Background: an optimization exercise with open tools, aiming at small area. Do not read the settings as production practice. In this exercise RTL edits were held to simulation tests only and were not proved equivalent to the original. No driver is modelled on the clock port, so clocking that relies on it looks cheaper here than on a real chip. Power figures rest on the tool's default switching activity, not on a simulated workload.

Setup of cedar:
// controlador
module controlador (
    input  logic clk,
    input  logic rst_n,
    input  logic rx_pin,
    output logic tx_pin
);
For scale: about 450 cells after synthesis, about 86 flip-flops, about 4 I/O pins, about 3900 um^2 of cells after synthesis.
clock: 40.0 ns
lec_check: 0
abc_area: 1
cap_margin: 20
core_margin: 2
core_utilization: 80
place_density: 0.9
slew_margin: 20
standard.sh (not shown) runs the stock make flow with config.mk's settings and CLKGATE_MAP_FILE= SYNTH_SCRIPT=/design/flow/synth_recipe.tcl, a recipe that flattens the netlist after the stock synthesis.
==> flow/flow/run.sh <==
#!/bin/bash
# The standard layout (standard.sh, ORFS's own scripts), with these
# changes to how the layout is made:
#  - ABC's area script (combinational logic only; flip-flops are mapped
#    before ABC runs, so the registers are those of the standard synthesis)
#    is replaced by a stronger area-oriented one (flow/abc_area.script);
#  - CTS does not add dummy loads for skew balancing, and after CTS each
#    clock buffer is downsized as far as the clock-pin slew allows
#    (flow/ck_down.tcl);
#  - the port buffers use the smallest buffer cell.
# All tool output goes to flow.log and ORFS's per-step logs under orfs/logs.
set -euo pipefail
here=$(pwd)
rm -rf "$here/scripts"
cp -r "$FLOW_HOME/scripts" "$here/scripts"
cp "$here/flow/abc_area.script" "$here/scripts/abc_area.script"
cp "$here/flow/ck_down.tcl" "$here/scripts/ck_down.tcl"
sed -i 's/^log_cmd clock_tree_synthesis {\*}\$cts_args/lappend cts_args -dont_use_dummy_load\nlog_cmd clock_tree_synthesis {*}$cts_args\nsource $::env(SCRIPTS_DIR)\/ck_down.tcl/' "$here/scripts/cts.tcl"
sed -i 's/buffer_ports {\*}\[env_var_or_empty BUFFER_PORTS_ARGS\]/buffer_ports -buffer_cell sky130_fd_sc_hd__buf_1/' "$here/scripts/global_place.tcl"
grep -q dont_use_dummy_load "$here/scripts/cts.tcl"
grep -q ck_down.tcl "$here/scripts/cts.tcl"
grep -q "buffer_cell sky130_fd_sc_hd__buf_1" "$here/scripts/global_place.tcl"
bash standard.sh SCRIPTS_DIR="$here/scripts" finish > "$here/flow.log" 2>&1
==> flow/flow/abc_area.script <==
strash
&get -n
&deepsyn -T 20
&put
dch -f
amap
stime -c
==> flow/flow/ck_down.tcl <==
proc ck_max_slew {} {
  set mx 0
  foreach p [get_pins -of_objects [all_registers] -filter "is_clock==1"] {
    set s [get_property $p slew_max]
    if {$s > $mx} {set mx $s}
  }
  return $mx
}
set_propagated_clock [all_clocks]
estimate_parasitics -placement
puts "ck_down: max clock pin slew before [ck_max_slew]"
foreach inst [get_cells -filter "ref_name == sky130_fd_sc_hd__clkbuf_8"] {
  foreach smaller {sky130_fd_sc_hd__clkbuf_2 sky130_fd_sc_hd__clkbuf_4} {
    replace_cell $inst $smaller
    estimate_parasitics -placement
    if {[ck_max_slew] <= 0.110} {
      puts "ck_down: [get_full_name $inst] -> $smaller"
      break
    }
    replace_cell $inst sky130_fd_sc_hd__clkbuf_8
    estimate_parasitics -placement
  }
}
puts "ck_down: max clock pin slew after [ck_max_slew]"
unset_propagated_clock [all_clocks]
Setup changes, cedar to fjord
Settings: CORE_UTILIZATION: 80 -> 65; PLACE_DENSITY: 0.9 -> 0.8.
==> flow/flow/abc_area.script <==
strash
&get -n
&deepsyn -J 1000
&put
dch -f
amap
stime -c
==> run summary <==
fjord ended up with a lower share of power burned in the clock network than cedar did. Against cedar, placer congestion estimate in fjord fell by a few percent. Critical path depth in fjord vs cedar: up 2. Cell count of the worst hold path came out exactly the same in cedar and fjord. | wire length | lower: fjord |. fjord ends up with lower final layout net count than cedar does. Compared with cedar, fjord has less setup slack. fjord vs cedar: unique cell type count in the Yosys netlist down by a few percent. cedar ended up with fewer cell instances than fjord did. Final area for fjord: 1.1% down relative to cedar.
Input changes introduced in violet (baseline for comparison: fjord):
Settings: a change of PLACE_DENSITY from 0.8 to 0.6; a change of CORE_UTILIZATION from 65 to 45.
==> flow/flow/abc_area.script <==
strash
&get -n
&deepsyn -T 20
&put
dch -f
amap
stime -c
[summary]
violet gives more standby leakage power than fjord did. Higher non-clock buffer count was reported by violet, not fjord. Going from fjord to violet, initial cell density of the core decreased by 22 points relative to the old numbers; clock group share of total power increased by 0.6 points relative to the old numbers; time the final worst path needs with I/O delays and setup decreased by 0.096 ns relative to the old numbers.
What pepper does differently from violet at the input level:
Settings: CORE_UTILIZATION: 45 -> 65; PLACE_DENSITY: 0.6 -> 0.8.
[summary]
pepper ended up with a higher post-synthesis compound-gate area fraction than violet did.
Number of non-clock inverters, pepper and violet, higher one = pepper.
Going from violet to pepper, cell area now smaller, utilization after layout now larger, number of buffer and inverter instances along the worst setup path now smaller, maximum frequency now larger.
pepper: no failed stages, no open violations at the end
A type of the worst setup path of in2reg is what violet shows, while reg2out belongs to pepper.
For violet, the start point of the critical path was rst_n, unlike pepper, where it was txq.

* * *

== run 1 ==
The RTL this note starts from:
==> flow/design.v <==
module controlador (
    input  logic clk,
    input  logic rst_n,
    input  logic rx_pin,
    output logic tx_pin
);
    localparam logic [3:0] CLR = 4'd0, IDLE = 4'd1, RX = 4'd2, PROC = 4'd3,
                           ACC5 = 4'd4, ACC2 = 4'd5, LOAD = 4'd6, TX = 4'd7,
                           INIT = 4'd8, MUL = 4'd9, DIV = 4'd10, FIN = 4'd11,
                           CONV = 4'd12;
    logic [3:0]  st;
    logic [4:0]  j;
    logic [3:0]  m13;      
    logic [3:0]  cnt;      
    logic [3:0]  cs;
    logic        shown, txq, rxs;
    logic [7:0]  S;        
    logic [15:0] A;
    logic [31:0] B;
    logic        c, c2, d, h1, h2, ah1;
    wire [3:0] jl = j[3:0];
    wire       w2 = j[4];
    wire       end_pass = (j == 5'd31);
    wire       tick = (jl == 4'd15) && (m13 == 4'd12);
    wire       A_out = A[0];
    wire       B_out = B[0];
    wire sq     = (cs == 4'd2);
    wire mul    = (cs == 4'd4);
    wire div    = (cs == 4'd7);
    wire addsub = (cs[3:2] == 2'b01) && (cs[1] ^ cs[0]);
    wire err    = d;           
    wire isdig = (S[7:4] == 4'h3) && (!S[3] || (S[2:1] == 2'b00));
    wire isop  = (S == 8'h2B) || (S == 8'h2D) || (S == 8'h2A) || (S == 8'h2F);
    wire is_s  = (S == 8'h73);
    wire is_q  = (S == 8'h71);
    wire is_r  = (S == 8'h72);
    wire is_eq = (S == 8'h3D) || (S == 8'h0D);
    wire calc  = S[6] ? !S[0] : (S[4] && S[3] && S[2]);
    wire digb = (j[4:2] == 3'b000) && S[j[1:0]];
    logic [15:0] kw;
    always_comb begin
        case (cs[1:0])
            2'd0: kw = 16'd10000;
            2'd1: kw = 16'd1000;
            2'd2: kw = 16'd100;
            default: kw = 16'd10;
        endcase
    end
    wire cbit = kw[jl];
    wire t_old = (jl == 4'd0) || ((jl[3:1] != 3'b000) && A[15]);
    wire t_new = (jl == 4'd0) || ((jl[3:1] != 3'b000) && A[14]);
    wire y_sub = sq ? t_old : A_out;
    wire y_cmp = sq ? t_new : A_out;
    wire sq_upd = sq && !cnt[0];
    logic [7:0] kb;
    always_comb begin
        case (cs)
            4'd10:   kb = err ? 8'h45 : 8'h30;
            4'd11:   kb = err ? 8'h72 : 8'h30;
            4'd12:   kb = err ? 8'h72 : 8'h30;
            4'd13:   kb = 8'h0D;
            4'd14:   kb = 8'h0A;
            4'd8, 4'd9: kb = 8'h30;
            default: kb = 8'h3D;        
        endcase
    end
    wire load_bit = (!err && cs[3:2] == 2'b10 && !j[2]) ? B_out :
                    (!err && cs == 4'd12 && !j[2])      ? A_out : kb[j[2:0]];
    logic x, y, cinit, cfirst, x2, y2;
    logic a_in, b_in, h_in;
    wire cc  = cfirst ? cinit : c;
    wire s   = x ^ y ^ cc;
    wire co  = (x & y) | (cc & (x ^ y));
    wire cc2 = (jl == 4'd0) ? 1'b1 : c2;
    wire co2 = (x2 & y2) | (cc2 & (x2 ^ y2));
    always_comb begin
        x = A_out; y = 1'b0; cinit = 1'b0; cfirst = (jl == 4'd0);
        x2 = s; y2 = ~cbit;
        a_in = A_out; b_in = B_out; h_in = B_out;
        case (st)
            CLR: begin a_in = 1'b0; b_in = 1'b0; end
            ACC5: begin
                cfirst = (j == 5'd0);
                if (cs[2]) begin
                    x = B_out; y = (j[4:1] != 4'd0) && h2; b_in = s;
                end else begin
                    h_in = A_out;
                    x = A_out; y = (j[4:1] != 4'd0) && h2;
                    if (!w2) a_in = s;
                end
            end
            ACC2: begin
                cfirst = (j == 5'd0);
                x = (j != 5'd0) && h1; y = digb;
                if (cs[2]) b_in = s;
                else begin
                    h_in = A_out;
                    if (!w2) a_in = s;
                end
            end
            INIT: begin
                cfirst = (j == 5'd0);
                x = B_out; y = 1'b1;
                if (!w2) begin a_in = B_out; b_in = A_out; end
                else b_in = 1'b0;
            end
            MUL: begin
                if (!w2) b_in = (jl == 4'd0) ? 1'b0 : h1;
                else begin
                    x = (jl != 4'd0) && h1; y = d & A_out; b_in = s;
                end
            end
            DIV: begin
                x = B_out; y = ~(d & y_sub); cinit = 1'b1;
                x2 = h1; y2 = ~y_cmp;
                if (!w2) b_in = (jl == 4'd0) ? d : h1;
                else begin
                    h_in = s;
                    b_in = h1;
                    if (sq_upd) a_in = (jl == 4'd0) ? d : ah1;
                end
            end
            FIN: begin
                b_in = 1'b0;
                x = A_out; y = B_out ^ cs[1]; cinit = cs[1];
                if (!w2) begin
                    if (addsub) a_in = s;
                    if (div || sq) a_in = (jl == 4'd0) ? d : (sq ? ah1 : h1);
                end else if (mul) a_in = B_out;
            end
            CONV: begin
                cinit = 1'b1;
                if (!w2) begin x = A_out; y = ~(d & cbit); a_in = s; end
                else begin x = B_out; y = 1'b0; cinit = d; b_in = s; end
            end
            LOAD: if (cs[3:2] == 2'b10) b_in = 1'b0;
            default: ;
        endcase
    end
    wire bitslot = (cnt != 4'd0) && (cnt <= 4'd8);
    wire s_shift = ((st == RX || st == TX) && tick && bitslot) ||
                   (st == LOAD && j[4:3] == 2'b10);
    wire s_in = (st == LOAD) ? load_bit : (st == TX) ? S[0] : rxs;
    assign tx_pin = txq;
    always_ff @(posedge clk) begin
        rxs <= rx_pin;
        A   <= {a_in, A[15:1]};
        B   <= {b_in, B[31:1]};
        h1  <= h_in;
        h2  <= h1;
        ah1 <= A_out;
        c   <= co;
        c2  <= co2;
        if (s_shift) S <= {s_in, S[7:1]};
        if (st == IDLE && !rxs) m13 <= 4'd6;
        else if (jl == 4'd15) m13 <= (m13 == 4'd12) ? 4'd0 : m13 + 4'd1;
        if (!rst_n) begin
            st <= CLR; j <= 5'd0; txq <= 1'b1; cs <= 4'd0;
        end else begin
            j <= j + 5'd1;
            case (st)
                CLR: begin
                    cs <= 4'd0;
                    if (end_pass) st <= IDLE;
                end
                IDLE: if (!rxs) begin st <= RX; cnt <= 4'd0; end
                RX: if (tick) begin
                    cnt <= cnt + 4'd1;
                    if (cnt == 4'd9) st <= PROC;
                end
                PROC: if (end_pass) begin
                    cnt <= 4'd0;
                    case (cs[2:0])
                        3'd0: begin
                            if (isdig) st <= ACC5;
                            else if (isop) begin
                                cs <= {2'b01, S[2], S[2] ? S[1] : S[0]}; st <= TX;
                            end else if (is_s) begin cs <= 4'd1; st <= TX; end
                            else st <= IDLE;
                        end
                        3'd1: if (is_q) begin cs <= 4'd2; st <= TX; end else st <= CLR;
                        3'd2: if (is_r) st <= TX; else st <= CLR;
                        default: begin
                            if (isdig) st <= ACC5;
                            else if (is_eq) st <= LOAD;
                            else st <= IDLE;
                        end
                    endcase
                end
                ACC5: if (end_pass) st <= ACC2;
                ACC2: if (end_pass) st <= TX;
                LOAD: if (j == 5'd23) begin st <= TX; cnt <= 4'd0; end
                TX: begin
                    if (tick && cnt != 4'd11) begin
                        cnt <= cnt + 4'd1;
                        if (cnt == 4'd0) txq <= 1'b0;
                        else if (cnt <= 4'd8) txq <= S[0];
                        else txq <= 1'b1;
                    end
                    if (cnt == 4'd11 && end_pass) begin
                        if (!cs[3]) st <= !calc ? IDLE : addsub ? FIN : INIT;
                        else if (cs == 4'd14) st <= CLR;
                        else begin
                            cs <= cs + 4'd1;
                            st <= (cs < 4'd11 && !err) ? CONV : LOAD;
                        end
                    end
                end
                INIT: if (end_pass) begin
                    cnt <= 4'd0; d <= 1'b0;
                    if (div && !co) begin cs <= 4'd10; d <= 1'b1; st <= LOAD; end
                    else st <= mul ? MUL : DIV;
                end
                MUL: begin
                    if (j == 5'd15) d <= B_out;
                    if (end_pass) begin
                        cnt <= cnt + 4'd1;
                        if (cnt == 4'd15) st <= FIN;
                    end
                end
                DIV: if (end_pass) begin
                    d <= (co2 | s) & !sq_upd;
                    cnt <= cnt + 4'd1;
                    if (cnt == 4'd15) st <= FIN;
                end
                FIN: if (end_pass) begin
                    cs <= 4'd8; shown <= 1'b0; d <= 1'b0; st <= CONV;
                end
                CONV: begin
                    if (j == 5'd15) begin
                        d <= co2;
                        if (co2) shown <= 1'b1;
                    end
                    if (end_pass && !d) begin
                        if (shown) st <= LOAD;
                        else begin
                            cs <= cs + 4'd1;
                            if (cs == 4'd11) st <= LOAD;
                        end
                    end
                end
                default: st <= CLR;
            endcase
        end
    end
endmodule
export LEC_CHECK = 0
export ABC_AREA = 1
export CAP_MARGIN = 20
export CORE_MARGIN = 2
export CORE_UTILIZATION = 65
export PLACE_DENSITY = 0.8
export SLEW_MARGIN = 20
create_clock -name core_clock -period 40.0 [get_ports {clk}]
==> flow/flow/abc_area.script <==
strash
&get -n
&deepsyn -J 1000
&put
dch -f
amap
stime -c
==> flow/flow/ck_down.tcl <==
proc ck_max_slew {} {
  set mx 0
  foreach p [get_pins -of_objects [all_registers] -filter "is_clock==1"] {
    set s [get_property $p slew_max]
    if {$s > $mx} {set mx $s}
  }
  return $mx
}
set_propagated_clock [all_clocks]
estimate_parasitics -placement
puts "ck_down: max clock pin slew before [ck_max_slew]"
foreach inst [get_cells -filter "ref_name == sky130_fd_sc_hd__clkbuf_8"] {
  foreach smaller {sky130_fd_sc_hd__clkbuf_2 sky130_fd_sc_hd__clkbuf_4} {
    replace_cell $inst $smaller
    estimate_parasitics -placement
    if {[ck_max_slew] <= 0.115} {
      puts "ck_down: [get_full_name $inst] -> $smaller"
      break
    }
    replace_cell $inst sky130_fd_sc_hd__clkbuf_8
    estimate_parasitics -placement
  }
}
puts "ck_down: max clock pin slew after [ck_max_slew]"
unset_propagated_clock [all_clocks]
Scripts as last shown in full above: flow/flow/run.sh
#### Input delta (run 2 over run 1)
--- a/flow/flow/ck_down.tcl
+++ b/flow/flow/ck_down.tcl
@@ -14,5 +14,5 @@
     replace_cell $inst $smaller
     estimate_parasitics -placement
-    if {[ck_max_slew] <= 0.115} {
+    if {[ck_max_slew] <= 0.110} {
       puts "ck_down: [get_full_name $inst] -> $smaller"
       break
--- a/flow/config.mk
+++ b/flow/config.mk
@@ -9,5 +9,5 @@
 export CAP_MARGIN = 20
 export CORE_MARGIN = 2
-export CORE_UTILIZATION = 65
-export PLACE_DENSITY = 0.8
+export CORE_UTILIZATION = 72
+export PLACE_DENSITY = 0.85
 export SLEW_MARGIN = 20
## What came out
- Run 2: first-pass GRT wire length about 0.9% below run 1
- Note that the first-iteration DRC count recorded for run 1 amounts to 0.908 times the value seen in run 2.
- Status: routed wire length parity (run 2, run 1)
- Run 2 vs run 1: pre-CTS worst setup slack up
- Looking only at die area, and setting everything else aside, the lower value of run 2 and run 1 goes to run 2.
- Taking run 1 as the reference, in run 2 final standard cell utilization of the core rose by 6.5 points, smallest hold slack fell by 0.0052 ns, final worst slack rose by 0.020 ns, part of the cycle the worst path needs stayed essentially flat.
- Between run 1 and run 2, the flow reports total chip power decreasing slightly.
> inputs changed (run 2 -> run 3)
--- a/flow/config.mk
+++ b/flow/config.mk
@@ -9,5 +9,5 @@
 export CAP_MARGIN = 20
 export CORE_MARGIN = 2
-export CORE_UTILIZATION = 72
-export PLACE_DENSITY = 0.85
+export CORE_UTILIZATION = 65
+export PLACE_DENSITY = 0.8
 export SLEW_MARGIN = 20
Findings:
- On proportion of final cell area spent on non-clock buffers, run 2 and run 3 are basically level.
- Compared run 3 against run 2; fraction of area in clock buffers and inverters within noise.
- Relative to run 2, global-route wire length before repair increased by about 0.9% in run 3.
- In the metrics for run 2 and run 3, the one carrying the higher core occupancy in the finished layout is run 2.
- There was hardly any difference in cell area between run 2 and run 3.
- On final critical delay including setup and external delays: between run 2 and run 3, it ends up higher for run 3.
- As far as overflow left after global routing goes, run 3 and run 2 are indistinguishable; the numbers are identical.
- Setup slack: run 3 less than run 2
- [compare] base=run 2 new=run 3: via count now smaller, worst vdd rail ir drop comparable.

## separate check: timing with driven ports
How much do the figures lean on ideal ports? The routed layouts below were timed once more, with nothing changed but the port constraints. Step 1 sets driving cells, clkbuf_16 on the clock port and buf_2 on the other inputs (assumed; they add their load-dependent delay and slew). Step 2, shift: input delay + t, output delay - t, t = (earliest + latest rising clock arrival at the registers) / 2. This alone moves slack from input paths to output paths. a / b / c = ideal / step 1 / step 2; a / b = the first two.
run | t, ns | setup WS [ns] | worst hold slack (ns) | latest minus earliest clock arrival (ns)
cedar | 0.570 | 30.916 / 30.920 / 30.350 | 0.324 / 0.324 / 0.324 | 0.027 / 0.026
fjord | 0.541 | 30.827 / 30.834 / 30.293 | 0.314 / 0.314 / 0.314 | 0.036 / 0.036
violet | 0.546 | 30.923 / 30.933 / 30.387 | 0.308 / 0.308 / 0.308 | 0.027 / 0.027
pepper | 0.530 | 31.026 / 30.997 / 30.571 | 0.302 / 0.302 / 0.302 | 0.034 / 0.034
run 1 | 0.549 | 30.470 / 30.480 / 29.931 | 0.325 / 0.325 / 0.325 | 0.032 / 0.032
run 2 | 0.536 | 30.490 / 30.497 / 29.961 | 0.320 / 0.320 / 0.320 | 0.037 / 0.036
run 3 | 0.549 | 30.470 / 30.480 / 29.931 | 0.325 / 0.325 / 0.325 | 0.032 / 0.032
After both steps every run listed still meets setup and hold. For cedar, which loses most, drivers alone change the setup slack by +0.004 ns; drivers and shift together by -0.566 ns.
